Context: an optimization exercise on an open-source flow, tuned for small area. The choices shown serve that exercise and are no tape-out recipe. The RTL was checked by simulation tests, not by an equivalence proof against the original design.

--- run.sh ---
#!/bin/bash
# synth_recipe.tcl (not shown) runs the flow's synth.tcl, then flattens the netlist and writes it again
# the make line also repeats each setting of config.mk as NAME=value (left out here)
make -C /OpenROAD-flow-scripts/flow DESIGN_CONFIG=/design/flow/config.mk WORK_HOME=/design/flow/orfs CLKGATE_MAP_FILE= SYNTH_SCRIPT=/design/flow/synth_recipe.tcl finish
--- config.mk ---
export PLATFORM = sky130hd
export DESIGN_NAME = snake_vga
export DESIGN_NICKNAME = snake_vga
export VERILOG_FILES = /design/flow/design.v
export SDC_FILE = /design/flow/constraint.sdc
export NUM_CORES = 4
export LEC_CHECK = 0
export CAP_MARGIN = 20
export CORE_MARGIN = 2
export CORE_UTILIZATION = 40
export SLEW_MARGIN = 20
--- constraint.sdc ---
create_clock -name core_clock -period 40.0 [get_ports {clk}]
set_input_delay 8.0000 -clock core_clock [delete_from_list [all_inputs] [get_ports {clk}]]
set_output_delay 8.0000 -clock core_clock [all_outputs]
set_load 0.01 [all_outputs]
--- design.v ---
module vga_driver(
	input clk,
	input rst_n,
	output reg [9:0] hc,
	output reg [9:0] vc,
	output reg blank,
	output reg vga_hsync,
	output reg vga_vsync
);
always @(posedge clk or negedge rst_n) begin
	if (~rst_n) begin
		hc <= 10'd0;
		vc <= 10'd0;
		blank <= 1'b1;
	end
	else begin
		if (hc == 10'd799) begin
			hc <= 10'd0;
			vc <= (vc == 10'd524) ? 10'd0 : vc + 10'd1;
		end
		else
			hc <= hc + 10'd1;
		blank <= (vc >= 10'd480) | (hc >= 10'd640);
	end
end
always @(posedge clk) begin
	vga_hsync <= ~(hc > 10'd656 && hc <= 10'd752);
	vga_vsync <= ~(vc >= 10'd490 && vc < 10'd492);
end
endmodule
module vga_display(
	input        blank,
	input  [9:0] hc,
	input  [9:0] vc,
	input  [1:0] status,
	input        die,
	input  [5:0] headx,
	input  [5:0] heady,
	input  [5:0] egg_x,
	input  [5:0] egg_y,
	input        body_here,
	input        score_char,
	output [3:0] vga_red,
	output [3:0] vga_green,
	output [3:0] vga_blue
);
wire [5:0] cx = hc[9:4];
wire [5:0] cy = vc[9:4];
wire vis = (hc != 10'd640);
wire wall = (cx == 6'd0) | (cx == 6'd36) | ((cy == 6'd0 || cy == 6'd29) && cx <= 6'd36);
wire head = (cx == headx) && (cy == heady);
wire egg = vis && (cx == egg_x) && (cy == egg_y);
reg [11:0] data;
always @(*) begin
	if (~status[1])
		data = 12'h349;
	else if (egg || score_char)
		data = 12'h000;
	else if (!vis)
		data = 12'hfff;
	else if (wall)
		data = 12'hf00;
	else if (head)
		data = die ? 12'h00f : 12'hfff;
	else if (body_here)
		data = die ? 12'h0f0 : 12'hfff;
	else
		data = 12'hfff;
end
wire [11:0] colour = blank ? 12'd0 : data;
assign vga_red = colour[11:8];
assign vga_green = colour[7:4];
assign vga_blue = colour[3:0];
endmodule
module key_filter(
	input  clk,
	input  rst_n,
	input  [4:0] BOTTOM,
	output [4:0] keys
);
reg [2:0] b_cnt;
reg [4:0] bottom_scan;
reg [4:0] bottom_scan_d0;
reg [4:0] bottom;
always @(posedge clk or negedge rst_n) begin
	if (~rst_n) begin
		b_cnt <= 3'd0;
		bottom_scan <= 5'b0;
		bottom_scan_d0 <= 5'b0;
		bottom <= 5'b0;
	end
	else begin
		b_cnt <= b_cnt + 3'd1;
		if (b_cnt == 3'd7)
			bottom_scan <= BOTTOM;
		bottom_scan_d0 <= bottom_scan;
		bottom <= (~bottom_scan_d0) & bottom_scan;
	end
end
assign keys = bottom;
endmodule
module game_control(
	input clk,
	input rst_n,
	input hit,
	input key,
	output reg die,
	output reg [1:0] status
);
	localparam RESTART = 2'b00;
	localparam START = 2'b01;
	localparam PLAY = 2'b10;
	localparam DIE = 2'b11;
	reg [10:0] cnt;
	always @(posedge clk or negedge rst_n) begin
		if (~rst_n) begin
			status <= RESTART;
			cnt <= 11'd0;
			die <= 1'b1;
		end
		else begin
			case (status)
				RESTART: begin
					if (cnt <= 11'd20)
						cnt <= cnt + 11'd1;
					else begin
						status <= START;
						cnt <= 11'd0;
					end
				end
				START: begin
					if (key)
						status <= PLAY;
				end
				PLAY: begin
					if (hit)
						status <= DIE;
				end
				DIE: begin
					if (cnt <= 11'd2000) begin
						cnt <= cnt + 11'd1;
						if (cnt == 11'd250 || cnt == 11'd750 || cnt == 11'd1250)
							die <= 1'b0;
						else if (cnt == 11'd500 || cnt == 11'd1000 || cnt == 11'd1500)
							die <= 1'b1;
					end
					else if (key) begin
						die <= 1'b1;
						cnt <= 11'd0;
						status <= RESTART;
					end
				end
			endcase
		end
	end
endmodule
module snake_control #(
	parameter [7:0] CNT_MAX0 = 8'd140,
	parameter [7:0] CNT_MAX1 = 8'd100,
	parameter [7:0] CNT_MAX2 = 8'd60,
	parameter [7:0] CNT_MAX3 = 8'd20
)(
	input            clk,
	input            rst_n,
	input      [4:0] keys,       
	input      [1:0] SW,
	input            add,
	input      [1:0] status,
	input      [9:0] hc,
	input      [9:0] vc,
	output reg [5:0] headx,
	output reg [5:0] heady,
	output reg [6:0] score,
	output           body_here,
	output reg       hit
);
	localparam UP    = 2'd0;
	localparam DOWN  = 2'd1;
	localparam LEFT  = 2'd2;
	localparam RIGHT = 2'd3;
	localparam RESTART = 2'b00;
	localparam PLAY    = 2'b10;
	wire rs = (status == RESTART);
	wire play = (status == PLAY);
	function [11:0] fwd(input [11:0] p, input [1:0] d);
		case (d)
			UP:    fwd = {p[11:6], p[5:0] - 6'd1};
			DOWN:  fwd = {p[11:6], p[5:0] + 6'd1};
			LEFT:  fwd = {p[11:6] - 6'd1, p[5:0]};
			RIGHT: fwd = {p[11:6] + 6'd1, p[5:0]};
		endcase
	endfunction
	function [11:0] back(input [11:0] p, input [1:0] d);
		case (d)
			UP:    back = {p[11:6], p[5:0] + 6'd1};
			DOWN:  back = {p[11:6], p[5:0] - 6'd1};
			LEFT:  back = {p[11:6] + 6'd1, p[5:0]};
			RIGHT: back = {p[11:6] - 6'd1, p[5:0]};
		endcase
	endfunction
	reg stop;
	always @(posedge clk or negedge rst_n)
		if (~rst_n)
			stop <= 1'b0;
		else if (keys[0])
			stop <= ~stop;
	reg [1:0] dir;
	reg [1:0] ndir;
	always @(*) begin
		case (keys[4:1])
			4'b1000: ndir = (dir != DOWN)  ? UP    : dir;
			4'b0100: ndir = (dir != UP)    ? DOWN  : dir;
			4'b0010: ndir = (dir != RIGHT) ? LEFT  : dir;
			4'b0001: ndir = (dir != LEFT)  ? RIGHT : dir;
			default: ndir = dir;
		endcase
	end
	always @(posedge clk or negedge rst_n)
		if (~rst_n)
			dir <= RIGHT;
		else if (rs)
			dir <= RIGHT;
		else if (play)
			dir <= ndir;
	reg [7:0] cnt_max;
	always @(*)
		case (SW)
			2'b00: cnt_max = CNT_MAX0;
			2'b01: cnt_max = CNT_MAX1;
			2'b10: cnt_max = CNT_MAX2;
			2'b11: cnt_max = CNT_MAX3;
		endcase
	reg [7:0] cnt;
	wire due = (cnt > cnt_max);
	wire [11:0] H = {headx, heady};
	wire wall_ahead = (dir == UP && heady == 6'd1) | (dir == DOWN && heady == 6'd28) |
	                  (dir == LEFT && headx == 6'd1) | (dir == RIGHT && headx == 6'd35);
	reg found;           
	wire step = play & due & ~stop;
	wire mv = step & ~wall_ahead & ~found;
	always @(posedge clk or negedge rst_n) begin
		if (~rst_n) begin
			cnt <= 8'd0;
			hit <= 1'b0;
		end
		else if (rs) begin
			cnt <= 8'd0;
			hit <= 1'b0;
		end
		else if (play) begin
			cnt <= due ? 8'd0 : cnt + 8'd1;
			if (step & (wall_ahead | found))
				hit <= 1'b1;
		end
	end
	reg [6:0] N;         
	reg [6:0] hist;      
	reg addstate;
	wire add_rise = ~rs & ~addstate & add;
	wire gr = add_rise & (N != 7'd100);
	always @(posedge clk or negedge rst_n) begin
		if (~rst_n) begin
			score <= 7'd0;
			addstate <= 1'b0;
		end
		else if (rs) begin
			score <= 7'd0;
			addstate <= 1'b0;
		end
		else if (~addstate) begin
			if (add) begin
				score <= score + 7'd1;
				addstate <= 1'b1;
			end
		end
		else if (~add)
			addstate <= 1'b0;
	end
	always @(posedge clk) begin
		if (rs) begin
			N <= 7'd3;
			hist <= 7'd3;
		end
		else begin
			if (gr)
				N <= N + 7'd1;
			if (mv && hist != 7'd100)
				hist <= hist + 7'd1;
		end
	end
	reg [197:0] D;
	wire [199:0] Dp = {2'b00, D};
	always @(posedge clk) begin
		if (rs) begin
			D[3:0] <= {RIGHT, RIGHT};
		end
		else if (mv)
			D <= {D[195:0], dir};
	end
	wire [11:0] new_head = fwd(H, dir);
	always @(posedge clk) begin
		if (rs)
			{headx, heady} <= {6'd10, 6'd5};
		else if (mv)
			{headx, heady} <= new_head;
	end
	reg  [11:0] TP;
	wire le = (N <= hist);
	wire lt = (N < hist);
	wire [6:0] tidx = gr ? N - 7'd1 : N - 7'd2;
	wire [1:0] dt = Dp[{tidx, 1'b0} +: 2];
	wire [11:0] Tn = back(TP, dt);        
	always @(posedge clk) begin
		if (rs)
			TP <= {6'd8, 6'd5};
		else if (mv & ~gr)
			TP <= le ? fwd(TP, dt) : {6'd8, 6'd5};
		else if (gr & ~mv)
			TP <= Tn;
	end
	reg        busy, doM, hs;
	reg [4:0]  g;
	reg [11:0] P;
	reg [5:0]  r;
	reg [35:1] M, MN;
	wire [5:0] target = vc[9:4] + {5'd0, (vc[3:0] == 4'hf) && (hc >= 10'd640)};
	wire need_rb = (r != target);
	wire [6:0] B = {g, 2'b00} + {2'b00, g};
	wire [6:0] L1 = le ? N : hist;
	wire [7:0] diff = {1'b0, L1} - {1'b0, B};
	wire [7:0] diff2 = diff - {7'd0, le};
	wire done = diff[7] | (diff[6:0] <= 7'd5);
	wire [9:0] win = Dp[g * 10 +: 10];
	reg [11:0] Q [0:4];
	reg [4:0] en, en2, hm, rm;
	integer i, k;
	always @(*) begin
		Q[0] = P;
		for (i = 1; i < 5; i = i + 1)
			Q[i] = back(Q[i-1], win[2*(i-1) +: 2]);
		for (i = 0; i < 5; i = i + 1) begin
			en[i]  = !diff[7] && (diff[6:0] > i) && !(g == 5'd0 && i == 0);
			en2[i] = !diff2[7] && (diff2[6:0] > i);
			hm[i]  = (Q[i] == H);
			rm[i]  = (Q[i][5:0] == r);
		end
	end
	reg [35:1] wsetM, wsetN;
	reg wfound;
	always @(*) begin
		wsetM = 35'd0;
		wsetN = 35'd0;
		wfound = 1'b0;
		for (i = 0; i < 5; i = i + 1) begin
			for (k = 1; k <= 35; k = k + 1)
				if (Q[i][11:6] == k) begin
					if (en[i] & rm[i] & doM)
						wsetM[k] = 1'b1;
					if (en2[i] & rm[i])
						wsetN[k] = 1'b1;
				end
			if (en[i] & hm[i] & hs)
				wfound = 1'b1;
		end
	end
	reg [35:1] gsetM, gsetN;
	always @(*) begin
		gsetM = 35'd0;
		gsetN = 35'd0;
		for (k = 1; k <= 35; k = k + 1) begin
			if (gr && lt && Tn[5:0] == r && Tn[11:6] == k)
				gsetM[k] = 1'b1;
			if (gr && le && TP[5:0] == r && TP[11:6] == k)
				gsetN[k] = 1'b1;
		end
	end
	wire gfound = gr && lt && (Tn == H);
	always @(posedge clk) begin
		if (rs) begin
			busy <= 1'b0;
			doM <= 1'b0;
			hs <= 1'b0;
			found <= 1'b0;
			r <= target;
			M <= (target == 6'd5) ? (35'd1 << 8) | (35'd1 << 7) : 35'd0;
			MN <= (target == 6'd5) ? (35'd1 << 9) | (35'd1 << 8) : 35'd0;
		end
		else if (mv) begin
			busy <= 1'b1;
			hs <= 1'b1;
			g <= 5'd0;
			P <= new_head;
			found <= 1'b0;
			MN <= 35'd0;
			if (need_rb | (busy & doM)) begin
				doM <= 1'b1;
				r <= target;
				M <= 35'd0;
			end
			else begin
				doM <= 1'b0;
				M <= MN | gsetN;
			end
		end
		else if (need_rb & ~busy) begin
			busy <= 1'b1;
			hs <= 1'b0;
			doM <= 1'b1;
			g <= 5'd0;
			P <= H;
			r <= target;
			M <= 35'd0;
			MN <= 35'd0;
			found <= found | gfound;
		end
		else begin
			if (busy) begin
				g <= g + 5'd1;
				P <= back(Q[4], win[9:8]);
				if (done)
					busy <= 1'b0;
			end
			M <= M | gsetM | (busy ? wsetM : 35'd0);
			MN <= MN | gsetN | (busy ? wsetN : 35'd0);
			found <= found | gfound | (busy & wfound);
		end
	end
	assign body_here = (hc[9:4] >= 6'd1 && hc[9:4] <= 6'd35) ? M[hc[9:4]] : 1'b0;
endmodule
module egg_fresh(
	input        clk,
	input        rst_n,
	input  [5:0] snake_x,
	input  [5:0] snake_y,
	output [5:0] egg_x,
	output [5:0] egg_y,
	output reg   add
);
reg [9:0] random_cnt;
reg [5:0] rand_h;
reg [4:0] rand_v;
always @(posedge clk or negedge rst_n) begin
	if (~rst_n)
		random_cnt <= 10'd0;
	else
		random_cnt <= random_cnt + 10'd1;
end
always @(posedge clk or negedge rst_n) begin
	if (~rst_n)
		add <= 1'b0;
	else
		add <= (snake_x == egg_x) && (snake_y == egg_y);
end
always @(posedge clk) begin
	if (~rst_n) begin
		rand_h <= 6'd18;
		rand_v <= 5'd14;
	end
	else if (add) begin
		rand_h <= random_cnt[9:1] % 9'd34 + 9'd1;
		rand_v <= random_cnt[9:1] % 9'd26 + 9'd1;
	end
end
assign egg_x = rand_h;
assign egg_y = {1'b0, rand_v};
endmodule
module score_display(
	input        clk,
	input  [6:0] score,
	input  [9:0] hc,
	input  [9:0] vc,
	input        blank,
	output reg   score_char
);
reg  [1:0]   region;
always @(posedge clk) begin
	region[0] <= ~blank && vc[9:4] == 6'd1 && hc[9:3] == 7'd76;
	region[1] <= ~blank && vc[9:4] == 6'd1 && hc[9:3] == 7'd77;
end
wire [3:0] tens = score / 7'd10 % 7'd10;
wire [3:0] ones = score % 7'd10;
wire [3:0] digit = region[0] ? tens : ones;
wire [2:0] col = hc[2:0] - 3'd1;
wire [6:0] idx = {vc[3:0], col};
reg [127:0] char_data;
always @(*) begin
	case (digit)
		4'd0: char_data = 128'h00000018244242424242424224180000;
		4'd1: char_data = 128'h000000083808080808080808083E0000;
		4'd2: char_data = 128'h0000003C4242420204081020427E0000;
		4'd3: char_data = 128'h0000003C4242020418040242423C0000;
		4'd4: char_data = 128'h000000040C0C142424447F04041F0000;
		4'd5: char_data = 128'h0000007E404040784402024244380000;
		4'd6: char_data = 128'h000000182440405C62424242221C0000;
		4'd7: char_data = 128'h0000007E420404080810101010100000;
		4'd8: char_data = 128'h0000003C4242422418244242423C0000;
		4'd9: char_data = 128'h0000003844424242463A020224180000;
		default: char_data = 128'd0;
	endcase
end
always @(posedge clk)
	score_char <= (region[0] ^ region[1]) & char_data[~idx];
endmodule
module snake_vga(
	input clk,
	input rst_n,
	input [4:0] BOTTOM,
	input [1:0] SW,
	output [3:0] vga_red,
	output [3:0] vga_green,
	output [3:0] vga_blue,
	output vga_hsync,
	output vga_vsync,
	output [5:0] head_x,
	output [5:0] head_y,
	output [5:0] egg_x,
	output [5:0] egg_y,
	output [6:0] score,
	output [1:0] game_state
);
wire [9:0] hc, vc;
wire blank;
wire [4:0] keys;
wire die, hit, add, body_here, score_char;
vga_driver u_vga_driver(
	.clk		(clk),
	.rst_n		(rst_n),
	.hc			(hc),
	.vc			(vc),
	.blank		(blank),
	.vga_hsync	(vga_hsync),
	.vga_vsync	(vga_vsync)
);
key_filter u_key_filter(
	.clk		(clk),
	.rst_n		(rst_n),
	.BOTTOM		(BOTTOM),
	.keys		(keys)
);
game_control u_game_control(
	.clk		(clk),
	.rst_n		(rst_n),
	.hit		(hit),
	.key		(keys[0]),
	.die		(die),
	.status		(game_state)
);
snake_control u_snake_control(
	.clk		(clk),
	.rst_n		(rst_n),
	.keys		(keys),
	.SW			(SW),
	.add		(add),
	.status		(game_state),
	.hc			(hc),
	.vc			(vc),
	.headx		(head_x),
	.heady		(head_y),
	.score		(score),
	.body_here	(body_here),
	.hit		(hit)
);
egg_fresh u_egg_fresh(
	.clk		(clk),
	.rst_n		(rst_n),
	.snake_x	(head_x),
	.snake_y	(head_y),
	.egg_x		(egg_x),
	.egg_y		(egg_y),
	.add		(add)
);
score_display u_score_display(
	.clk		(clk),
	.score		(score),
	.hc			(hc),
	.vc			(vc),
	.blank		(blank),
	.score_char	(score_char)
);
vga_display u_vga_display(
	.blank		(blank),
	.hc			(hc),
	.vc			(vc),
	.status		(game_state),
	.die		(die),
	.headx		(head_x),
	.heady		(head_y),
	.egg_x		(egg_x),
	.egg_y		(egg_y),
	.body_here	(body_here),
	.score_char	(score_char),
	.vga_red	(vga_red),
	.vga_green	(vga_green),
	.vga_blue	(vga_blue)
);
endmodule
==> results.json, run 1 <==
{
  "run_status": "complete, no violations",
  "hp-class": "flip-flop to flip-flop",
  "synth_nets": 4154,
  "htreeDepth": 2,
  "yosysTopAreaCellShare_pct": 18.5,
  "cts_tree": "done",
  "setup_viol": 0,
  "syn_inst": 3996,
  "hold_violations": 0,
  "grt_setup_unrepaired": "false",
  "totalWireLength_um": 122000,
  "drc": 0,
  "worstSetupStartpointType": "input pin",
  "worst_pin_slew_ns": 1.25,
  "setup_tns_ns": 0,
  "max_slew_margin_pct": 16.7,
  "cts_resized": 0,
  "cts_root_buf": "clkbuf_16",
  "diodes": 0,
  "period_needed_ns": 12.86,
  "gp_congestion": 1.01,
  "clockBufferDepth": 3,
  "die_w_um": 300,
  "path_clk_slew_ns": 0.06,
  "final_max_slew_viol_count": 0,
  "syn_area_um2": 35100,
  "yosys_register_bits": 432,
  "postCtsSetupBuffers": 0,
  "synthArstFlopShare_pct": 19.4,
  "synth_top_area_cell": "edfxtp_1",
  "fin_nets": 4028,
  "area_delta_synth_final_pct": 8.71,
  "arrival_ns": 13.36,
  "crit_path_end_kind": "flip-flop",
  "vias_per_cell": 6.32,
  "synth_area_leaders": "edfxtp_1 (19%), dfxtp_1 (7.5%), dfrtp_1 (5.7%), ha_1 (5.1%), xnor2_1 (5.0%)",
  "drv_cap": 0,
  "port_buffers": 54,
  "drt_iter0_drc": 3657,
  "gr-usage-all-layers_pct": 26.2,
  "synth-edff-count": 217,
  "synth-seq-area-share_pct": 32.0,
  "fmax_ghz": 0.0777,
  "grt_pass1_wl_um": 186000,
  "skew_ns": 0.0422,
  "synth_ff_type": "edfxtp_1",
  "core_area_um2": 86900,
  "die_h_um": 300,
  "vias": 32011,
  "drive_gt1_share_pct": 8.54,
  "clk_latency_ns": 0.64,
  "postCtsHoldBufs": 0,
  "start_util_pct": 40.4,
  "finalCritPeriodShare_pct": 32.2,
  "wl_per_cell_um": 24.1,
  "grt_max_degree": 85,
  "fin_area_um2": 38200,
  "grt_overflow": 0,
  "yosys_warnings": 8,
  "grt_pass1_vias": 29849,
  "antenna_found_initial": 0,
  "clock-sinks": 432,
  "worst-path-max-fanout": 57,
  "worst-setup-path-type": "input pin to flip-flop",
  "hpwlAfterDp_um": 88700,
  "ys_types": 123,
  "avgSynthCellArea_um2": 8.79,
  "crit_required_ns": 40.50,
  "drtPass1Iterations": 8,
  "num_io_pins": 56,
  "cts_buffers": 51,
  "num_rows": 108,
  "die_area_um2": 90200,
  "drtAntennaViolNets": 0,
  "placed_area_um2": 36400
}
worst paths after layout:
kind	slack (ns)	from	endpoint	cells past startpoint
min in group asynchronous	7.37	rst_n	u_key_filter.bottom_scan_d0[0]$_DFF_PN0_	1
max in group asynchronous	31.49	rst_n	u_egg_fresh.random_cnt[5]$_DFF_PN0_	2
max	27.14	SW[0]	u_snake_control.M[9]$_DFF_P_	19
min reg2reg	0.39	u_key_filter.bottom_scan[3]$_DFFE_PN0N_	u_key_filter.bottom_scan_d0[3]$_DFF_PN0_	0
max reg2reg	29.23	u_snake_control.g[0]$_SDFFCE_PP0P_	u_snake_control.MN[24]$_SDFF_PP0_	34
min	0.39	u_key_filter.bottom_scan[3]$_DFFE_PN0N_	u_key_filter.bottom_scan_d0[3]$_DFF_PN0_	0
cell type report:
class                      instances  area [um2]
inverter                         152         573
multi-input combinational       3112       22100
timing repair buffer             121        1040
clock inverter                    30         395
tap                             1155        1450
fill                            8484       48700
clock buffer                      65        1420
sequential                       432       11200
cells in the mapped netlist, types with 29 or more instances:
library cell / count
o21ai_0: 181
dfxtp_1: 131
mux4_2: 49
mux2_2: 29
a31oi_1: 59
nand4_1: 64
a21oi_1: 207
nor2_1: 283
ha_1: 142
and2_1: 36
a211oi_1: 73
o22ai_1: 44
dfrtp_1: 80
nand2b_1: 44
nor2b_1: 38
o22a_1: 56
xnor2_1: 200
nor3_1: 77
xor2_1: 93
edfxtp_1: 217
mux2i_1: 134
clkbuf_1: 210
or3_1: 32
buf_2: 45
a21o_1: 44
nand2_1: 381
and3_1: 62
inv_1: 139
nand3_1: 214
o221ai_1: 53
routing by layer:
layer / up-vias / global-route usage, % / wire, um
li1: 14644 / - / -
met5: - / 0 / 0
met3: 320 / 4.13 / 9250
met1: 15592 / 35.9 / 52500
met2: 1455 / 41.0 / 54700
met4: 0 / 11.4 / 5790
kinds of logic (layout without fill, tap and decap cells):
group           Yosys count  count (layout)  share of synthesized area (%)
simple gates           1383            1383                           19.6
compound gates         1049            1049                           21.0
buf+inv                 452             368                           5.36
flops                   432             432                           32.0
xor+xnor                313             313                           8.46
mux                     216             216                           8.12
fa+ha+maj               150             150                           5.48
other cells               1               1                         0.0107
state kept, by name, summed over array words and instances (netlist names), 8 cells and up:
signal                  cells
u_game_control.cnt         11
u_snake_control.TP         12
u_snake_control.MN         35
u_snake_control.P          12
u_egg_fresh.random_cnt     10
u_snake_control.D         198
u_snake_control.cnt         8
u_vga_driver.hc            10
u_vga_driver.vc            10
u_snake_control.M          35
placed cells by master, fill, tap and decap left out, types with 93 or more instances in the layout:
cell / Yosys / final
nand2_1: 381 / 381
nor2_1: 283 / 280
edfxtp_1: 217 / 217
nand3_1: 214 / 214
a21oi_1: 207 / 205
xnor2_1: 200 / 200
o21ai_0: 181 / 181
ha_1: 142 / 141
inv_1: 139 / 138
mux2i_1: 134 / 132
dfxtp_1: 131 / 131
xor2_1: 93 / 93
critical path, cell delays in order:
cell             delay (ns)
clkdlybuf4s50_1        0.56
inv_1                  0.09
ha_1                   0.28
inv_1                  0.04
ha_1                   0.30
a21o_1                 0.18
a21oi_1                0.15
nor2b_1                0.06
o32ai_1                0.53
inv_1                  0.09
nand2_1                0.16
or3_1                  0.78
nor2_4                    0
buf_4                  0.37
nand2_1                0.91
o21ai_0                0.26
a211oi_1               0.27
o21ai_0                0.12
o22a_1                 0.19
stage by stage:
| step | hold WS, ns | instances | setup slack, ns | util, % |
|---|---|---|---|---|
| floorplan | 0.363 | 3996 | 19.88 | - |
| global placement | 0.375 | 4972 | 26.70 | 41.9 |
| detailed placement | 0.385 | 4972 | 26.55 | 41.9 |
| CTS | 0.398 | 5067 | 27.18 | 44.0 |
| global route | 0.414 | 5067 | 26.65 | 44.0 |
| finish | 0.395 | 5067 | 27.14 | 44.0 |
==> run 2: changes to the inputs <==
--- a/design.v
+++ b/design.v
@@ -173,2 +173,4 @@
 	output reg [6:0] score,
+	output reg [3:0] tens,
+	output reg [3:0] ones,
 	output           body_here,
@@ -217,6 +219,4 @@
 	end
-	always @(posedge clk or negedge rst_n)
-		if (~rst_n)
-			dir <= RIGHT;
-		else if (rs)
+	always @(posedge clk)
+		if (rs)
 			dir <= RIGHT;
@@ -240,8 +240,4 @@
 	wire mv = step & ~wall_ahead & ~found;
-	always @(posedge clk or negedge rst_n) begin
-		if (~rst_n) begin
-			cnt <= 8'd0;
-			hit <= 1'b0;
-		end
-		else if (rs) begin
+	always @(posedge clk) begin
+		if (rs) begin
 			cnt <= 8'd0;
@@ -260,9 +256,7 @@
 	wire gr = add_rise & (N != 7'd100);
-	always @(posedge clk or negedge rst_n) begin
-		if (~rst_n) begin
-			score <= 7'd0;
-			addstate <= 1'b0;
-		end
-		else if (rs) begin
+	always @(posedge clk) begin
+		if (rs) begin
 			score <= 7'd0;
+			tens <= 4'd0;
+			ones <= 4'd0;
 			addstate <= 1'b0;
@@ -273,2 +267,12 @@
 				addstate <= 1'b1;
+				if (score == 7'd127) begin
+					tens <= 4'd0;
+					ones <= 4'd0;
+				end
+				else if (ones == 4'd9) begin
+					ones <= 4'd0;
+					tens <= (tens == 4'd9) ? 4'd0 : tens + 4'd1;
+				end
+				else
+					ones <= ones + 4'd1;
 			end
@@ -293,5 +297,4 @@
 	always @(posedge clk) begin
-		if (rs) begin
+		if (rs)
 			D[3:0] <= {RIGHT, RIGHT};
-		end
 		else if (mv)
@@ -320,3 +323,3 @@
 	end
-	reg        busy, doM, hs;
+	reg        busy, doM, hs, u;
 	reg [4:0]  g;
@@ -324,3 +327,3 @@
 	reg [5:0]  r;
-	reg [35:1] M, MN;
+	reg [35:1] M;
 	wire [5:0] target = vc[9:4] + {5'd0, (vc[3:0] == 4'hf) && (hc >= 10'd640)};
@@ -334,3 +337,5 @@
 	reg [11:0] Q [0:4];
-	reg [4:0] en, en2, hm, rm;
+	reg [4:0] en, en2;
+	reg [35:1] wsetM;
+	reg wfound, wtail;
 	integer i, k;
@@ -340,38 +345,27 @@
 			Q[i] = back(Q[i-1], win[2*(i-1) +: 2]);
-		for (i = 0; i < 5; i = i + 1) begin
-			en[i]  = !diff[7] && (diff[6:0] > i) && !(g == 5'd0 && i == 0);
-			en2[i] = !diff2[7] && (diff2[6:0] > i);
-			hm[i]  = (Q[i] == H);
-			rm[i]  = (Q[i][5:0] == r);
-		end
-	end
-	reg [35:1] wsetM, wsetN;
-	reg wfound;
-	always @(*) begin
 		wsetM = 35'd0;
-		wsetN = 35'd0;
 		wfound = 1'b0;
+		wtail = 1'b0;
 		for (i = 0; i < 5; i = i + 1) begin
+			en[i]  = !diff[7] && (diff[6:0] > i) && !(g == 5'd0 && i == 0);
+			en2[i] = en[i] && !diff2[7] && (diff2[6:0] > i);
 			for (k = 1; k <= 35; k = k + 1)
-				if (Q[i][11:6] == k) begin
-					if (en[i] & rm[i] & doM)
-						wsetM[k] = 1'b1;
-					if (en2[i] & rm[i])
-						wsetN[k] = 1'b1;
-				end
-			if (en[i] & hm[i] & hs)
+				if (Q[i][11:6] == k && Q[i][5:0] == r && en[i])
+					wsetM[k] = 1'b1;
+			if (en[i] && Q[i] == H)
 				wfound = 1'b1;
+			if (en2[i] && Q[i] == TP)
+				wtail = 1'b1;
 		end
 	end
-	reg [35:1] gsetM, gsetN;
+	reg [35:1] hbit, tbit, nbit;
 	always @(*) begin
-		gsetM = 35'd0;
-		gsetN = 35'd0;
 		for (k = 1; k <= 35; k = k + 1) begin
-			if (gr && lt && Tn[5:0] == r && Tn[11:6] == k)
-				gsetM[k] = 1'b1;
-			if (gr && le && TP[5:0] == r && TP[11:6] == k)
-				gsetN[k] = 1'b1;
+			hbit[k] = (heady == r) && (headx == k);
+			tbit[k] = (TP[5:0] == r) && (TP[11:6] == k);
+			nbit[k] = lt && (Tn[5:0] == r) && (Tn[11:6] == k);
 		end
 	end
+	wire [35:1] Mw = M | (doM ? wsetM : 35'd0);
+	wire Tn_in_body = |(Mw & nbit);           
 	wire gfound = gr && lt && (Tn == H);
@@ -383,5 +377,5 @@
 			found <= 1'b0;
+			u <= 1'b1;
 			r <= target;
 			M <= (target == 6'd5) ? (35'd1 << 8) | (35'd1 << 7) : 35'd0;
-			MN <= (target == 6'd5) ? (35'd1 << 9) | (35'd1 << 8) : 35'd0;
 		end
@@ -393,3 +387,3 @@
 			found <= 1'b0;
-			MN <= 35'd0;
+			u <= 1'b1;
 			if (need_rb | (busy & doM)) begin
@@ -401,3 +395,3 @@
 				doM <= 1'b0;
-				M <= MN | gsetN;
+				M <= (M | hbit) & ~((~gr & le & u) ? tbit : 35'd0);
 			end
@@ -412,3 +406,3 @@
 			M <= 35'd0;
-			MN <= 35'd0;
+			u <= 1'b1;
 			found <= found | gfound;
@@ -422,5 +416,8 @@
 			end
-			M <= M | gsetM | (busy ? wsetM : 35'd0);
-			MN <= MN | gsetN | (busy ? wsetN : 35'd0);
-			found <= found | gfound | (busy & wfound);
+			M <= Mw | (gr ? nbit : 35'd0);
+			found <= found | gfound | (busy & hs & wfound);
+			if (gr)
+				u <= ~Tn_in_body;
+			else if (busy & wtail)
+				u <= 1'b0;
 		end
@@ -439,2 +436,4 @@
 reg [9:0] random_cnt;
+reg [5:0] mh;
+reg [4:0] mv;
 reg [5:0] rand_h;
@@ -442,6 +441,20 @@
 always @(posedge clk or negedge rst_n) begin
-	if (~rst_n)
+	if (~rst_n) begin
 		random_cnt <= 10'd0;
-	else
+		mh <= 6'd1;
+		mv <= 5'd1;
+	end
+	else begin
 		random_cnt <= random_cnt + 10'd1;
+		if (random_cnt[0]) begin
+			if (random_cnt[9:1] == 9'd511) begin
+				mh <= 6'd1;
+				mv <= 5'd1;
+			end
+			else begin
+				mh <= (mh == 6'd34) ? 6'd1 : mh + 6'd1;
+				mv <= (mv == 5'd26) ? 5'd1 : mv + 5'd1;
+			end
+		end
+	end
 end
@@ -459,4 +472,4 @@
 	else if (add) begin
-		rand_h <= random_cnt[9:1] % 9'd34 + 9'd1;
-		rand_v <= random_cnt[9:1] % 9'd26 + 9'd1;
+		rand_h <= mh;
+		rand_v <= mv;
 	end
@@ -468,3 +481,4 @@
 	input        clk,
-	input  [6:0] score,
+	input  [3:0] tens,
+	input  [3:0] ones,
 	input  [9:0] hc,
@@ -479,21 +493,118 @@
 end
-wire [3:0] tens = score / 7'd10 % 7'd10;
-wire [3:0] ones = score % 7'd10;
 wire [3:0] digit = region[0] ? tens : ones;
 wire [2:0] col = hc[2:0] - 3'd1;
-wire [6:0] idx = {vc[3:0], col};
-reg [127:0] char_data;
+reg [7:0] rowbits;
 always @(*) begin
-	case (digit)
-		4'd0: char_data = 128'h00000018244242424242424224180000;
-		4'd1: char_data = 128'h000000083808080808080808083E0000;
-		4'd2: char_data = 128'h0000003C4242420204081020427E0000;
-		4'd3: char_data = 128'h0000003C4242020418040242423C0000;
-		4'd4: char_data = 128'h000000040C0C142424447F04041F0000;
-		4'd5: char_data = 128'h0000007E404040784402024244380000;
-		4'd6: char_data = 128'h000000182440405C62424242221C0000;
-		4'd7: char_data = 128'h0000007E420404080810101010100000;
-		4'd8: char_data = 128'h0000003C4242422418244242423C0000;
-		4'd9: char_data = 128'h0000003844424242463A020224180000;
-		default: char_data = 128'd0;
+	case ({digit, vc[3:0]})
+		8'h03: rowbits = 8'h18;
+		8'h04: rowbits = 8'h24;
+		8'h05: rowbits = 8'h42;
+		8'h06: rowbits = 8'h42;
+		8'h07: rowbits = 8'h42;
+		8'h08: rowbits = 8'h42;
+		8'h09: rowbits = 8'h42;
+		8'h0a: rowbits = 8'h42;
+		8'h0b: rowbits = 8'h42;
+		8'h0c: rowbits = 8'h24;
+		8'h0d: rowbits = 8'h18;
+		8'h13: rowbits = 8'h08;
+		8'h14: rowbits = 8'h38;
+		8'h15: rowbits = 8'h08;
+		8'h16: rowbits = 8'h08;
+		8'h17: rowbits = 8'h08;
+		8'h18: rowbits = 8'h08;
+		8'h19: rowbits = 8'h08;
+		8'h1a: rowbits = 8'h08;
+		8'h1b: rowbits = 8'h08;
+		8'h1c: rowbits = 8'h08;
+		8'h1d: rowbits = 8'h3e;
+		8'h23: rowbits = 8'h3c;
+		8'h24: rowbits = 8'h42;
+		8'h25: rowbits = 8'h42;
+		8'h26: rowbits = 8'h42;
+		8'h27: rowbits = 8'h02;
+		8'h28: rowbits = 8'h04;
+		8'h29: rowbits = 8'h08;
+		8'h2a: rowbits = 8'h10;
+		8'h2b: rowbits = 8'h20;
+		8'h2c: rowbits = 8'h42;
+		8'h2d: rowbits = 8'h7e;
+		8'h33: rowbits = 8'h3c;
+		8'h34: rowbits = 8'h42;
+		8'h35: rowbits = 8'h42;
+		8'h36: rowbits = 8'h02;
+		8'h37: rowbits = 8'h04;
+		8'h38: rowbits = 8'h18;
+		8'h39: rowbits = 8'h04;
+		8'h3a: rowbits = 8'h02;
+		8'h3b: rowbits = 8'h42;
+		8'h3c: rowbits = 8'h42;
+		8'h3d: rowbits = 8'h3c;
+		8'h43: rowbits = 8'h04;
+		8'h44: rowbits = 8'h0c;
+		8'h45: rowbits = 8'h0c;
+		8'h46: rowbits = 8'h14;
+		8'h47: rowbits = 8'h24;
+		8'h48: rowbits = 8'h24;
+		8'h49: rowbits = 8'h44;
+		8'h4a: rowbits = 8'h7f;
+		8'h4b: rowbits = 8'h04;
+		8'h4c: rowbits = 8'h04;
+		8'h4d: rowbits = 8'h1f;
+		8'h53: rowbits = 8'h7e;
+		8'h54: rowbits = 8'h40;
+		8'h55: rowbits = 8'h40;
+		8'h56: rowbits = 8'h40;
+		8'h57: rowbits = 8'h78;
+		8'h58: rowbits = 8'h44;
+		8'h59: rowbits = 8'h02;
+		8'h5a: rowbits = 8'h02;
+		8'h5b: rowbits = 8'h42;
+		8'h5c: rowbits = 8'h44;
+		8'h5d: rowbits = 8'h38;
+		8'h63: rowbits = 8'h18;
+		8'h64: rowbits = 8'h24;
+		8'h65: rowbits = 8'h40;
+		8'h66: rowbits = 8'h40;
+		8'h67: rowbits = 8'h5c;
+		8'h68: rowbits = 8'h62;
+		8'h69: rowbits = 8'h42;
+		8'h6a: rowbits = 8'h42;
+		8'h6b: rowbits = 8'h42;
+		8'h6c: rowbits = 8'h22;
+		8'h6d: rowbits = 8'h1c;
+		8'h73: rowbits = 8'h7e;
+		8'h74: rowbits = 8'h42;
+		8'h75: rowbits = 8'h04;
+		8'h76: rowbits = 8'h04;
+		8'h77: rowbits = 8'h08;
+		8'h78: rowbits = 8'h08;
+		8'h79: rowbits = 8'h10;
+		8'h7a: rowbits = 8'h10;
+		8'h7b: rowbits = 8'h10;
+		8'h7c: rowbits = 8'h10;
+		8'h7d: rowbits = 8'h10;
+		8'h83: rowbits = 8'h3c;
+		8'h84: rowbits = 8'h42;
+		8'h85: rowbits = 8'h42;
+		8'h86: rowbits = 8'h42;
+		8'h87: rowbits = 8'h24;
+		8'h88: rowbits = 8'h18;
+		8'h89: rowbits = 8'h24;
+		8'h8a: rowbits = 8'h42;
+		8'h8b: rowbits = 8'h42;
+		8'h8c: rowbits = 8'h42;
+		8'h8d: rowbits = 8'h3c;
+		8'h93: rowbits = 8'h38;
+		8'h94: rowbits = 8'h44;
+		8'h95: rowbits = 8'h42;
+		8'h96: rowbits = 8'h42;
+		8'h97: rowbits = 8'h42;
+		8'h98: rowbits = 8'h46;
+		8'h99: rowbits = 8'h3a;
+		8'h9a: rowbits = 8'h02;
+		8'h9b: rowbits = 8'h02;
+		8'h9c: rowbits = 8'h24;
+		8'h9d: rowbits = 8'h18;
+		default: rowbits = 8'h00;
 	endcase
@@ -501,3 +612,3 @@
 always @(posedge clk)
-	score_char <= (region[0] ^ region[1]) & char_data[~idx];
+	score_char <= (region[0] ^ region[1]) & rowbits[~col];
 endmodule
@@ -523,2 +634,3 @@
 wire [4:0] keys;
+wire [3:0] tens, ones;
 wire die, hit, add, body_here, score_char;
@@ -559,2 +671,4 @@
 	.score		(score),
+	.tens		(tens),
+	.ones		(ones),
 	.body_here	(body_here),
@@ -573,3 +687,4 @@
 	.clk		(clk),
-	.score		(score),
+	.tens		(tens),
+	.ones		(ones),
 	.hc			(hc),
--- a/config.mk
+++ b/config.mk
@@ -7,5 +7,8 @@
 export LEC_CHECK = 0
-export CAP_MARGIN = 20
+export ABC_AREA = 1
+export CAP_MARGIN = 0
 export CORE_MARGIN = 2
-export CORE_UTILIZATION = 40
-export SLEW_MARGIN = 20
+export CORE_UTILIZATION = 55
+export CTS_BUF_LIST = sky130_fd_sc_hd__clkbuf_4
+export GPL_TIMING_DRIVEN = 0
+export SLEW_MARGIN = 0
==> run 2 against run 1 <==
Net effect: cell count is 13% higher; register-to-register slack better by 1.2 ns; area after synthesis decreased by 7.1%; still clean.
==> results.json, run 2 <==
{
  "crit_top_cell": "nand3_1",
  "ff2ff_path_depth": 55,
  "synth_fa_ha_area_share_pct": 5.53,
  "final_common_cell": "nand2_1",
  "synth_nets": 4829,
  "vias": 35350,
  "grt_overflow": 0,
  "wl_per_cell_um": 22.3,
  "synthXorXnorAreaFrac_pct": 4.96,
  "setup_viol": 0,
  "synth_simple_gate_area_share_pct": 29.8,
  "postCtsSetupBuffers": 0,
  "synth_top_family_by_area": "simple AND/OR/NAND/NOR gates",
  "yosysMostFrequentCell": "nand2_1",
  "regMostFlops": "u_snake_control.D",
  "clock-sinks": 418,
  "crit_chain": "buf_1 > inv_1 > ha_1 > clkbuf_1 > clkinv_1 > a21oi_1 > o21ai_0 > nand3_1 > nand3_1 > o21ai_0 > nand2_1 > nand3_1 > o21ai_0 > nand3_1 > nand2_1 > a21oi_1 > buf_4 > clkdlybuf4s50_1",
  "grt_setup_unrepaired": "false",
  "hpwlAfterDp_um": 96300,
  "synth_ff_type": "edfxtp_1",
  "clk_latency_ns": 0.98,
  "crit_required_ns": 32.00,
  "worstSetupStartpointType": "flip-flop",
  "hp-class": "flip-flop to flip-flop",
  "worst-path-buf-inv": 6,
  "period_needed_ns": 13.42,
  "syn_area_um2": 32600,
  "final_cell_mix": "nand2_1 (1098), inv_1 (549), nor2_1 (475), nand3_1 (362), o21ai_0 (324)",
  "area_delta_synth_final_pct": 9.87,
  "yosysTopAreaCellShare_pct": 20.0,
  "die_area_um2": 61300,
  "cts_buffers": 113,
  "yosys_warnings": 8,
  "die_w_um": 248,
  "grt_pass1_vias": 32058,
  "skew_ns": 0.0849,
  "grt_pass1_wl_um": 189000,
  "fin_nets": 5005,
  "drtAntennaViolNets": 0,
  "worst_pin_slew_ns": 1.22,
  "muxShareOfSynthArea_pct": 0.0307,
  "fin_util_pct": 61.0,
  "run_status": "complete, no violations",
  "synth.top_cells.by_count": "nand2_1 (1098), inv_1 (549), nor2_1 (476)",
  "hold_violations": 0,
  "num_io_pins": 56,
  "drtPass1Iterations": 11,
  "arrival_ns": 5.42,
  "fmax_ghz": 0.0745,
  "fillers": 5763,
  "max_slew_margin_pct": 18.2,
  "synth_top_area_cell": "edfxtp_1",
  "vias_per_cell": 6.16,
  "finalCritPeriodShare_pct": 33.5,
  "worst-path-max-fanout": 10,
  "die_h_um": 248,
  "gr-usage-all-layers_pct": 40.7,
  "cts_tree": "done",
  "cp_slowest_cell": "clkdlybuf4s50_1",
  "antenna_found_initial": 3,
  "num_rows": 89,
  "drc": 0,
  "gp_congestion": 1.06,
  "synth_area_leaders": "edfxtp_1 (20%), nand2_1 (13%), dfxtp_1 (7.7%), inv_1 (6.3%), nand3_1 (5.6%)",
  "yosys_register_bits": 418,
  "ys_types": 78,
  "largestRegisters": "u_snake_control.D x198, u_snake_control.M x35",
  "totalWireLength_um": 128000,
  "final_max_slew_viol_count": 0,
  "hold_depth": 0,
  "htreeDepth": 3,
  "cts_resized": 0,
  "drv_cap": 0,
  "worst_slack_ns": 26.58,
  "worst-setup-path-type": "flip-flop to primary output",
  "grt_max_degree": 70,
  "crit_path_end_kind": "primary output",
  "synth-compound-area-share_pct": 16.3,
  "port_buffers": 54,
  "path_clk_slew_ns": 0.07,
  "avgSynthCellArea_um2": 6.97,
  "cts_root_buf": "clkbuf_4",
  "drive_gt1_share_pct": 7.87,
  "largest_register_ff_count": 198,
  "core_area_um2": 58800,
  "syn_inst": 4680,
  "start_util_pct": 55.5,
  "dp_slack_ns": 26.21,
  "worst_path_largest_cell_delay_ns": 0.52,
  "clockBufferDepth": 3,
  "setup_tns_ns": 0,
  "synthArstFlopShare_pct": 18.2,
  "postCtsHoldBufs": 0,
  "crit_cells": 18,
  "synth-edff-count": 217,
  "cp_top_family": "buffers and inverters",
  "synth-seq-area-share_pct": 33.5,
  "drt_iter0_drc": 4971
}
run 2: changes by cell type in the layout (fill, tap and decap cells not counted), sizes merged, moves of 62 or more:
cell,previous run,this run
nand2,381,1135
o21ai,188,345
nand3,225,370
o211ai,28,90
xnor2,208,43
mux2i,138,1
inv,144,582
nor2,286,495
clkbuf,65,270
run 2: final timing paths:
path | start | slack, ns | endpoint
setup / recovery | u_vga_driver.hc[4]$_DFF_PN0_ | 26.58 | vga_red[1]
hold / removal | u_key_filter.bottom_scan[3]$_DFFE_PN0N_ | 0.36 | u_key_filter.bottom_scan_d0[3]$_DFF_PN0_
setup reg to reg | u_snake_control.g[1]$_SDFFCE_PP0P_ | 30.47 | u_snake_control.u$_SDFFE_PP1P_
hold reg to reg | u_key_filter.bottom_scan[3]$_DFFE_PN0N_ | 0.36 | u_key_filter.bottom_scan_d0[3]$_DFF_PN0_
max in group asynchronous | rst_n | 32.46 | u_game_control.die$_DFFE_PN1P_
min in group asynchronous | rst_n | 6.88 | u_vga_driver.hc[0]$_DFF_PN0_
run 2: cell families after synthesis:
| family | after synthesis |
|---|---|
| AND/OR/NAND/NOR | 2249 |
| other | 1 |
| multiplexers | 1 |
| XOR/XNOR | 183 |
| flip-flops | 418 |
| AO/OA/AOI/OAI | 893 |
| adder cells (fa/ha/maj) | 140 |
| buffers and inverters | 795 |
run 2: final cells by class:
type / instances / area (um2) / share of cell area [%]
Multi-Input combinational cell: 3467 / 18500 / 51.5
Sequential cell: 418 / 10900 / 30.5
Inverter: 598 / 2250 / 6.27
Clock buffer: 166 / 1250 / 3.48
Buffer: 197 / 993 / 2.77
Tap cell: 773 / 967 / 2.70
Timing Repair Buffer: 61 / 701 / 1.95
Clock inverter: 47 / 282 / 0.785
Antenna cell: 7 / 17.5 / 0.0489
run 2: per-layer routing:
| metal | wire, um | global-route usage, % | vias up |
|---|---|---|---|
| met5 | 0 | 0 | - |
| met4 | 5660 | 16.7 | 0 |
| met3 | 18900 | 13.4 | 441 |
| met2 | 52500 | 58.9 | 2542 |
| met1 | 50600 | 55.7 | 16192 |
| li1 | - | - | 16175 |
run 2: per-stage QoR:
stage / hold slack, ns / instance area [um2] / cells
global route: 0.381 / 35800 / 5731
finish: 0.362 / 35900 / 5734
detailed placement: 0.359 / 34300 / 5514
global placement: 0.355 / 34100 / 5507
floorplan: 0.354 / 32600 / 4680
CTS: 0.365 / 35800 / 5727
==> run 3: changes to the inputs <==
==> flow/run.sh (new file) <==
#!/bin/bash
# Layout flow: the standard layout (standard.sh), with the synthesis
# script swapped for flow/area_synth.tcl, which maps the logic with ABC's
# area-oriented script flow/area.abc. Everything else is standard.sh's.
set -euo pipefail
W=$(pwd)
export AREA_ABC_SCRIPT="$W/flow/area.abc"
grep -q "SYNTH_SCRIPT=" standard.sh
sed -E "s#SYNTH_SCRIPT=[^ ]+#SYNTH_SCRIPT=$W/flow/area_synth.tcl#" standard.sh > area_standard.sh
grep -q "SYNTH_SCRIPT=$W/flow/area_synth.tcl" area_standard.sh
bash area_standard.sh > area_standard.log 2>&1
test -s out/final.def
==> flow/area.abc (new file) <==
strash
balance -l
resub -K 6 -l
rewrite -l
resub -K 6 -N 2 -l
refactor -l
resub -K 8 -l
balance -l
resub -K 8 -N 2 -l
rewrite -l
resub -K 10 -l
rewrite -z -l
resub -K 10 -N 2 -l
balance -l
resub -K 12 -l
refactor -z -l
resub -K 12 -N 2 -l
rewrite -z -l
balance -l
dch
map -a
mfs2
strash
dch
map -a
mfs2
strash
dch
map -a
topo
dnsize -c
==> flow/area_synth.tcl (new file) <==
# The standard flow's synthesis script (synth_recipe.tcl), with ABC's technology mapping
# run with an area-oriented script (flow/area.abc) in place of ORFS's own.
# Only ABC's mapping of the logic between registers changes: the registers,
# their names and their cells are those of the standard synthesis.
proc synth {args} { yosys synth -nofsm -noshare {*}$args }
proc abc {args} {
  set i [lsearch -exact $args -script]
  if { $i >= 0 } { lset args [expr {$i + 1}] $::env(AREA_ABC_SCRIPT) }
  yosys abc {*}$args
}
source $::env(SCRIPTS_DIR)/synth.tcl
# left out here: clear keep_hierarchy, flatten, clean up, hide names made inside functions, write 1_2_yosys.v
==> standard.sh (new file) <==
#!/bin/bash
# synth_recipe.tcl (not shown) runs the flow's synth.tcl, then flattens the netlist and writes it again
# the make line also repeats each setting of config.mk as NAME=value (left out here)
make -C /OpenROAD-flow-scripts/flow DESIGN_CONFIG=/design/flow/config.mk WORK_HOME=/design/flow/orfs CLKGATE_MAP_FILE= SYNTH_SCRIPT=/design/flow/synth_recipe.tcl "${@:-finish}"
removed: run.sh
==> run 3 against run 2 <==
Net effect: still clean; worst hold slack better by 0.027 ns; setup slack lost 2.8 ns; clock skew decreased by 0.024 ns; routed wire length decreased by 13%; largest cell class unchanged.
==> results.json, run 3 <==
{
  "run_status": "complete, no violations",
  "largest_register_ff_count": 198,
  "yosysMostFrequentCell": "clkinv_1",
  "synth_area_leaders": "edfxtp_1 (22%), dfxtp_1 (8.6%), clkinv_1 (6.8%), nor2_1 (6.4%), o21ai_0 (6.3%)",
  "arrival_ns": 16.98,
  "grt_pass1_vias": 29772,
  "postCtsHoldBufs": 0,
  "period_needed_ns": 16.26,
  "cts_tree": "done",
  "die_h_um": 235,
  "clockBufferDepth": 3,
  "final_cell_mix": "clkinv_1 (553), nor2_1 (495), nand2_1 (465), o21ai_0 (365), a21oi_1 (335)",
  "placed_area_um2": 31100,
  "grt_pass1_wl_um": 169000,
  "vias_per_cell": 6.63,
  "core_area_um2": 52600,
  "synth_nets": 3953,
  "synth-seq-area-share_pct": 37.4,
  "fin_area_um2": 32600,
  "synth_ff_type": "edfxtp_1",
  "grt_max_degree": 74,
  "use_met2_pct": 59.9,
  "setup_tns_ns": 0,
  "ys_types": 53,
  "fmax_ghz": 0.0615,
  "crit_required_ns": 40.72,
  "totalWireLength_um": 111000,
  "postCtsSetupBuffers": 0,
  "cts_buffers": 110,
  "max_slew_margin_pct": 5.73,
  "vias": 31685,
  "cts_resized": 0,
  "drv_cap": 0,
  "hp-class": "flip-flop to flip-flop",
  "avgSynthCellArea_um2": 7.68,
  "clock-sinks": 418,
  "syn_inst": 3804,
  "setup_viol": 0,
  "wl_per_cell_um": 23.3,
  "path_clk_slew_ns": 0.07,
  "final_max_slew_viol_count": 0,
  "syn_area_um2": 29200,
  "drc": 0,
  "final_common_cell": "clkinv_1",
  "worst-setup-path-type": "flip-flop to flip-flop",
  "regMostFlops": "u_snake_control.D",
  "cts_root_buf": "clkbuf_4",
  "hpwlAfterDp_um": 81900,
  "worst_pin_slew_ns": 1.41,
  "num_rows": 84,
  "drt_iter0_drc": 5060,
  "num_io_pins": 56,
  "worst_path_largest_cell_delay_ns": 1.51,
  "die_area_um2": 55000,
  "worst-path-max-fanout": 37,
  "finalCritPeriodShare_pct": 40.6,
  "yosys_warnings": 8,
  "die_w_um": 235,
  "hold_violations": 0,
  "antenna_found_initial": 2,
  "skew_ns": 0.0610,
  "synth_top_area_cell": "edfxtp_1",
  "synthArstFlopShare_pct": 18.2,
  "crit_path_end_kind": "flip-flop",
  "fillers": 4727,
  "drtPass1Iterations": 8,
  "largestRegisters": "u_snake_control.D x198, u_snake_control.M x35",
  "clk_latency_ns": 0.92,
  "htreeDepth": 3,
  "area_delta_synth_final_pct": 11.6,
  "start_util_pct": 55.6,
  "crit_top_cell": "o21ai_0",
  "grt.met3_usage_pct": 10.8,
  "synth-edff-count": 217,
  "global_route.usage.met1_pct": 53.7,
  "cp_slowest_cell": "clkinv_1",
  "gr-max-usage-layer": "met2",
  "yosys_register_bits": 418,
  "grt_setup_unrepaired": "false",
  "drtAntennaViolNets": 0,
  "yosysTopAreaCellShare_pct": 22.3,
  "fin_nets": 4143,
  "worstSetupStartpointType": "flip-flop",
  "gp_congestion": 1.03,
  "gr-usage-all-layers_pct": 39.6,
  "port_buffers": 54,
  "synth.top_cells.by_count": "clkinv_1 (529), nor2_1 (499), nand2_1 (465)",
  "grt_overflow": 0,
  "drive_gt1_share_pct": 6.09
}
run 3: changes by cell type after synthesis, moves of 63 or more:
cell,delta
inv_1,-549
a21oi_1,+106
clkinv_1,+510
clkbuf_1,-104
o221ai_1,+63
nand2_1,-633
nand3_1,-183
run 3: path summary, 6_finish.rpt:
path	startpoint	depth (start not counted)	slack (ns)	endpoint
max	u_snake_control.g[0]$_SDFFCE_PP0P_	45	23.74	u_snake_control.u$_SDFFE_PP1P_
min reg2reg	u_key_filter.bottom_scan[2]$_DFFE_PN0N_	0	0.39	u_key_filter.bottom_scan_d0[2]$_DFF_PN0_
max reg2reg	u_snake_control.g[0]$_SDFFCE_PP0P_	45	23.74	u_snake_control.u$_SDFFE_PP1P_
min in group asynchronous	rst_n	1	6.93	u_game_control.cnt[9]$_DFFE_PN0P_
max in group asynchronous	rst_n	2	32.39	u_egg_fresh.mh[0]$_DFFE_PN1P_
min	u_key_filter.bottom_scan[2]$_DFFE_PN0N_	0	0.39	u_key_filter.bottom_scan_d0[2]$_DFF_PN0_
run 3: layout make-up:
class / count / area (um2) / share of cell area (%)
buffer: 7 / 52.6 / 0.161
timing repair buffer: 78 / 981 / 3.01
clock buffer: 172 / 1290 / 3.96
sequential: 418 / 10900 / 33.5
tap: 688 / 861 / 2.64
multi-input combinational: 2850 / 16300 / 50.0
antenna: 1 / 2.50 / 0.00767
clock inverter: 35 / 199 / 0.610
inverter: 529 / 1990 / 6.09
run 3: cell families (layout without fill, tap and decap cells):
| group | Yosys count | count (layout) | synth area share [%] |
|---|---|---|---|
| AO/OA/AOI/OAI | 1213 | 1213 | 25.4 |
| XOR/XNOR | 168 | 168 | 5.03 |
| adder cells (fa/ha/maj) | 140 | 140 | 6.17 |
| buffers and inverters | 536 | 821 | 6.97 |
| flip-flops | 418 | 418 | 37.4 |
| other | 1 | 2 | 0.0128 |
| AND/OR/NAND/NOR | 1328 | 1328 | 19.0 |
run 3: critical path: cells and delay by family (launching register included):
| family | cells | cell delay [ns] |
|---|---|---|
| AO/OA/AOI/OAI | 18 | 5.10 |
| XOR/XNOR | 2 | 0.33 |
| adder cells (fa/ha/maj) | 4 | 1.59 |
| buffers and inverters | 9 | 3.93 |
| flip-flops | 1 | 0.99 |
| AND/OR/NAND/NOR | 12 | 4.08 |
run 3: layer usage:
metal  wire [um]  up-vias
met3       14100      356
met5          13        -
li1            -    14210
met2       48000     2243
met1       44500    14874
met4        4560        2
run 3: metrics by stage:
stage | utilization [%] | worst slack, ns | cells | hold slack [ns]
2_1_floorplan | - | 18.12 | 3804 | 0.361
3_3_place_gp | 58.3 | 11.29 | 4546 | 0.362
3_5_place_dp | 59.2 | 24.76 | 4569 | 0.370
4_1_cts | 62.1 | 24.60 | 4776 | 0.385
5_1_grt | 62.1 | 23.10 | 4778 | 0.389
6_report | 62.1 | 23.74 | 4778 | 0.388
==> run 4: changes to the inputs <==
--- a/design.v
+++ b/design.v
@@ -88,4 +88,2 @@
 		bottom_scan <= 5'b0;
-		bottom_scan_d0 <= 5'b0;
-		bottom <= 5'b0;
 	end
@@ -95,6 +93,8 @@
 			bottom_scan <= BOTTOM;
-		bottom_scan_d0 <= bottom_scan;
-		bottom <= (~bottom_scan_d0) & bottom_scan;
 	end
 end
+always @(posedge clk) begin
+	bottom_scan_d0 <= bottom_scan;
+	bottom <= (~bottom_scan_d0) & bottom_scan;
+end
 assign keys = bottom;
@@ -251,3 +251,4 @@
 	end
-	reg [6:0] N;         
+	reg sat;             
+	wire [6:0] N = sat ? 7'd100 : score + 7'd3;    
 	reg [6:0] hist;      
@@ -255,3 +256,3 @@
 	wire add_rise = ~rs & ~addstate & add;
-	wire gr = add_rise & (N != 7'd100);
+	wire gr = add_rise & ~sat;
 	always @(posedge clk) begin
@@ -284,3 +285,3 @@
 		if (rs) begin
-			N <= 7'd3;
+			sat <= 1'b0;
 			hist <= 7'd3;
@@ -288,4 +289,4 @@
 		else begin
-			if (gr)
-				N <= N + 7'd1;
+			if (gr && score == 7'd96)
+				sat <= 1'b1;
 			if (mv && hist != 7'd100)
@@ -323,3 +324,3 @@
 	end
-	reg        busy, doM, hs, u;
+	reg        busy, doM, u;
 	reg [4:0]  g;
@@ -375,3 +376,2 @@
 			doM <= 1'b0;
-			hs <= 1'b0;
 			found <= 1'b0;
@@ -383,3 +383,2 @@
 			busy <= 1'b1;
-			hs <= 1'b1;
 			g <= 5'd0;
@@ -400,3 +399,2 @@
 			busy <= 1'b1;
-			hs <= 1'b0;
 			doM <= 1'b1;
@@ -417,3 +415,3 @@
 			M <= Mw | (gr ? nbit : 35'd0);
-			found <= found | gfound | (busy & hs & wfound);
+			found <= found | gfound | (busy & wfound);
 			if (gr)
==> flow/run.sh (replaced) <==
#!/bin/bash
# Layout flow: the standard layout (standard.sh) with three changes.
#  - Synthesis runs flow/area_synth.tcl, the standard flow's synthesis script with ABC's
#    technology mapping done by the area-oriented script flow/area.abc.
#  - ADDER_MAP_FILE is empty, so adders are left to ABC as plain logic
#    rather than mapped to half/full-adder cells.
#  - Port buffers use the smallest buffer, sky130_fd_sc_hd__buf_1.
# The registers, their names and cells are those of the standard synthesis;
# floorplan, power grid, placement, clock tree and routing are standard.sh's.
# Each tool's log is under orfs/logs; make's own output is area_standard.log.
set -euo pipefail
W=$(pwd)
export AREA_ABC_SCRIPT="$W/flow/area.abc"
export ADDER_MAP_FILE=
export BUFFER_PORTS_ARGS="-buffer_cell sky130_fd_sc_hd__buf_1"
grep -q "SYNTH_SCRIPT=" standard.sh
sed -E "s#SYNTH_SCRIPT=[^ ]+#SYNTH_SCRIPT=$W/flow/area_synth.tcl#" standard.sh > area_standard.sh
grep -q "SYNTH_SCRIPT=$W/flow/area_synth.tcl" area_standard.sh
bash area_standard.sh > area_standard.log 2>&1
test -s out/final.def
--- a/flow/area.abc
+++ b/flow/area.abc
@@ -20,3 +20,3 @@
 dch
-map -a
+amap
 mfs2
@@ -24,3 +24,3 @@
 dch
-map -a
+amap
 mfs2
@@ -28,3 +28,3 @@
 dch
-map -a
+amap
 topo
==> run 4 against run 3 <==
Net effect: critical path type unchanged; clock-buffer cell count shrank 12; setup slack gained 1.7 ns; sequential cell count shrank 7; highest routed layer is now met4; now fails the layout checks on max-capacitance violations, max-slew violations.
==> results.json, run 4 <==
{
  "run_status": "failed layout checks",
  "failed_layout_checks": "max-capacitance violations, max-slew violations",
  "ff2ff_path_depth": 42,
  "grt_max_degree": 107,
  "regToRegStartpoint": "u_snake_control.g[0]$_SDFFCE_PP0P_",
  "vias_per_cell": 7.23,
  "max_slew_margin_pct": -0.739,
  "setup_viol": 0,
  "totalWireLength_um": 105000,
  "postCtsSetupBuffers": 0,
  "core_area_um2": 47500,
  "hpwlAfterDp_um": 74000,
  "drive_gt1_share_pct": 6.23,
  "num_rows": 80,
  "arrival_ns": 15.44,
  "worst-path-max-fanout": 35,
  "largestRegisters": "u_snake_control.D x198, u_snake_control.M x35",
  "antenna_found_initial": 2,
  "die_area_um2": 49800,
  "drc": 0,
  "cts_resized": 0,
  "yosysTopAreaCellShare_pct": 24.7,
  "crit_required_ns": 40.87,
  "grt_pass1_vias": 27758,
  "cts_root_buf": "clkbuf_4",
  "syn_area_um2": 26400,
  "hp-class": "flip-flop to flip-flop",
  "worst_pin_slew_ns": 1.51,
  "port_buffers": 54,
  "clockBufferDepth": 3,
  "die_h_um": 223,
  "cts_buffers": 109,
  "grt_setup_unrepaired": "false",
  "fin_area_um2": 29300,
  "die_w_um": 223,
  "yosys_register_bits": 411,
  "synth.top_cells.by_count": "nor2_1 (688), clkinv_1 (346), o22ai_1 (253)",
  "yosysMostFrequentCell": "nor2_1",
  "htreeDepth": 3,
  "num_io_pins": 56,
  "final_max_slew_viol_count": 13,
  "skew_ns": 0.101,
  "regMostFlops": "u_snake_control.D",
  "drt_iter0_drc": 5845,
  "worst-setup-path-type": "flip-flop to flip-flop",
  "start_util_pct": 55.6,
  "grt_overflow": 0,
  "hold_depth": 0,
  "cts_tree": "done",
  "postCtsHoldBufs": 0,
  "synth-edff-count": 217,
  "synth_nets": 3345,
  "largest_register_ff_count": 198,
  "setup_tns_ns": 0,
  "vias": 30591,
  "fin_util_pct": 61.6,
  "path_clk_slew_ns": 0.07,
  "clock-sinks": 411,
  "worst_path_largest_cell_delay_ns": 1.20,
  "period_needed_ns": 14.57,
  "cp_slowest_cell": "a21oi_1",
  "synth_area_leaders": "edfxtp_1 (25%), nor2_1 (9.8%), dfxtp_1 (9.7%), o22ai_1 (6.0%), dfrtp_1 (5.9%)",
  "ys_types": 60,
  "syn_inst": 3336,
  "drtAntennaViolNets": 0,
  "synth-seq-area-share_pct": 40.6,
  "fmax_ghz": 0.0686,
  "min-delay-start": "u_key_filter.bottom_scan[3]$_DFFE_PN0N_",
  "startpoint": "u_snake_control.g[0]$_SDFFCE_PP0P_",
  "placed_area_um2": 27800,
  "clk_latency_ns": 0.96,
  "hold_violations": 0,
  "gp_congestion": 1.06,
  "synth_ff_type": "edfxtp_1",
  "worstSetupStartpointType": "flip-flop",
  "synth_top_area_cell": "edfxtp_1",
  "drv_cap": 1,
  "crit_path_end_kind": "flip-flop",
  "final_cell_mix": "nor2_1 (681), clkinv_1 (368), o22ai_1 (252), o21ai_0 (232), edfxtp_1 (217)",
  "final_common_cell": "nor2_1",
  "fin_nets": 3528,
  "finalCritPeriodShare_pct": 36.4,
  "fillers": 4264,
  "synthArstFlopShare_pct": 16.1,
  "yosys_warnings": 8,
  "avgSynthCellArea_um2": 7.92,
  "grt_pass1_wl_um": 159000,
  "gr-usage-all-layers_pct": 40.7,
  "drtPass1Iterations": 10,
  "wl_per_cell_um": 24.9,
  "area_delta_synth_final_pct": 10.8
}
run 4: final cells by class:
class	instances	area (um2)	area share, %
Antenna cell	5	12.5	0.0427
Sequential cell	411	10700	36.7
Clock buffer	160	1200	4.10
Buffer	7	52.6	0.180
Inverter	346	1310	4.46
Multi-Input combinational cell	2572	14400	49.3
Timing Repair Buffer	72	549	1.88
Tap cell	615	769	2.63
Clock inverter	44	210	0.718
run 4: layer usage:
metal  share of wire [%]  track usage [%]
met5                   0                0
met4                 4.6             17.1
met3                  16             13.6
met2                  41             58.4
met1                  39             56.2
run 4: worst paths after layout:
| kind | endpoint | slack (ns) |
|---|---|---|
| worst max-delay path | u_snake_control.u$_SDFFE_PP1P_ | 25.43 |
| worst min-delay path | u_key_filter.bottom_scan_d0[3]$_DFF_P_ | 0.38 |
| worst max register to register | u_snake_control.u$_SDFFE_PP1P_ | 25.43 |
| worst min register to register | u_key_filter.bottom_scan_d0[3]$_DFF_P_ | 0.38 |
| max in group asynchronous | u_egg_fresh.mh[0]$_DFFE_PN1P_ | 32.02 |
| min in group asynchronous | u_vga_driver.vc[9]$_DFFE_PN0N_ | 7.17 |
run 4: worst max-delay path: cells and delay by family, from the launching register on:
kind,cells,cell delay (ns)
compound gates,18,6.54
simple gates,15,3.75
buf+inv,9,3.49
flops,1,0.62
run 4: cells by family after synthesis:
logic type	share of synthesized area, %
AND/OR/NAND/NOR	22.7
AO/OA/AOI/OAI	31.5
flip-flops	40.6
buffers and inverters	5.11
XOR/XNOR	0.0331
other	0.0142
run 4: per-stage QoR:
step | cells | setup WS (ns) | hold WS, ns
after floorplan | 3336 | 23.36 | 0.354
after global placement | 4005 | 19.13 | 0.359
after detailed placement | 4021 | 26.21 | 0.359
after CTS | 4225 | 26.13 | 0.378
after global routing | 4231 | 24.68 | 0.391
final | 4232 | 25.43 | 0.375

re-timing with driven ports:
Ports are ideal in the flow. The routed layouts listed here were re-timed in OpenROAD.
Step 1 assumes that a clkbuf_16 drives the clock port and a buf_2 every other input.
Step 2 moves the port delays by t, midway between the first and last clock arrival at a register: inputs arrive t later, outputs are due t later. That takes back most of the time a late clock gives input paths.
Three values: ideal ports, drivers, drivers and shift; two values: the first two.
run	shift t [ns]	setup slack, ns	worst setup path after step 2	latest minus earliest clock arrival (ns)	worst register clock-pin slew, ns
run 1	0.682	27.137 / 27.174 / 26.492	input to register	0.042 / 0.042	0.07 / 0.07
run 2	1.000	26.581 / 26.524 / 26.030	input to register	0.085 / 0.085	0.10 / 0.10
run 3	0.948	23.740 / 23.740 / 23.740	register to register	0.061 / 0.061	0.08 / 0.08
run 4	0.965	25.428 / 25.428 / 25.428	register to register	0.101 / 0.100	0.08 / 0.08
For run 1, which loses most, drivers alone change the setup slack by +0.037 ns; drivers and shift together by -0.645 ns.
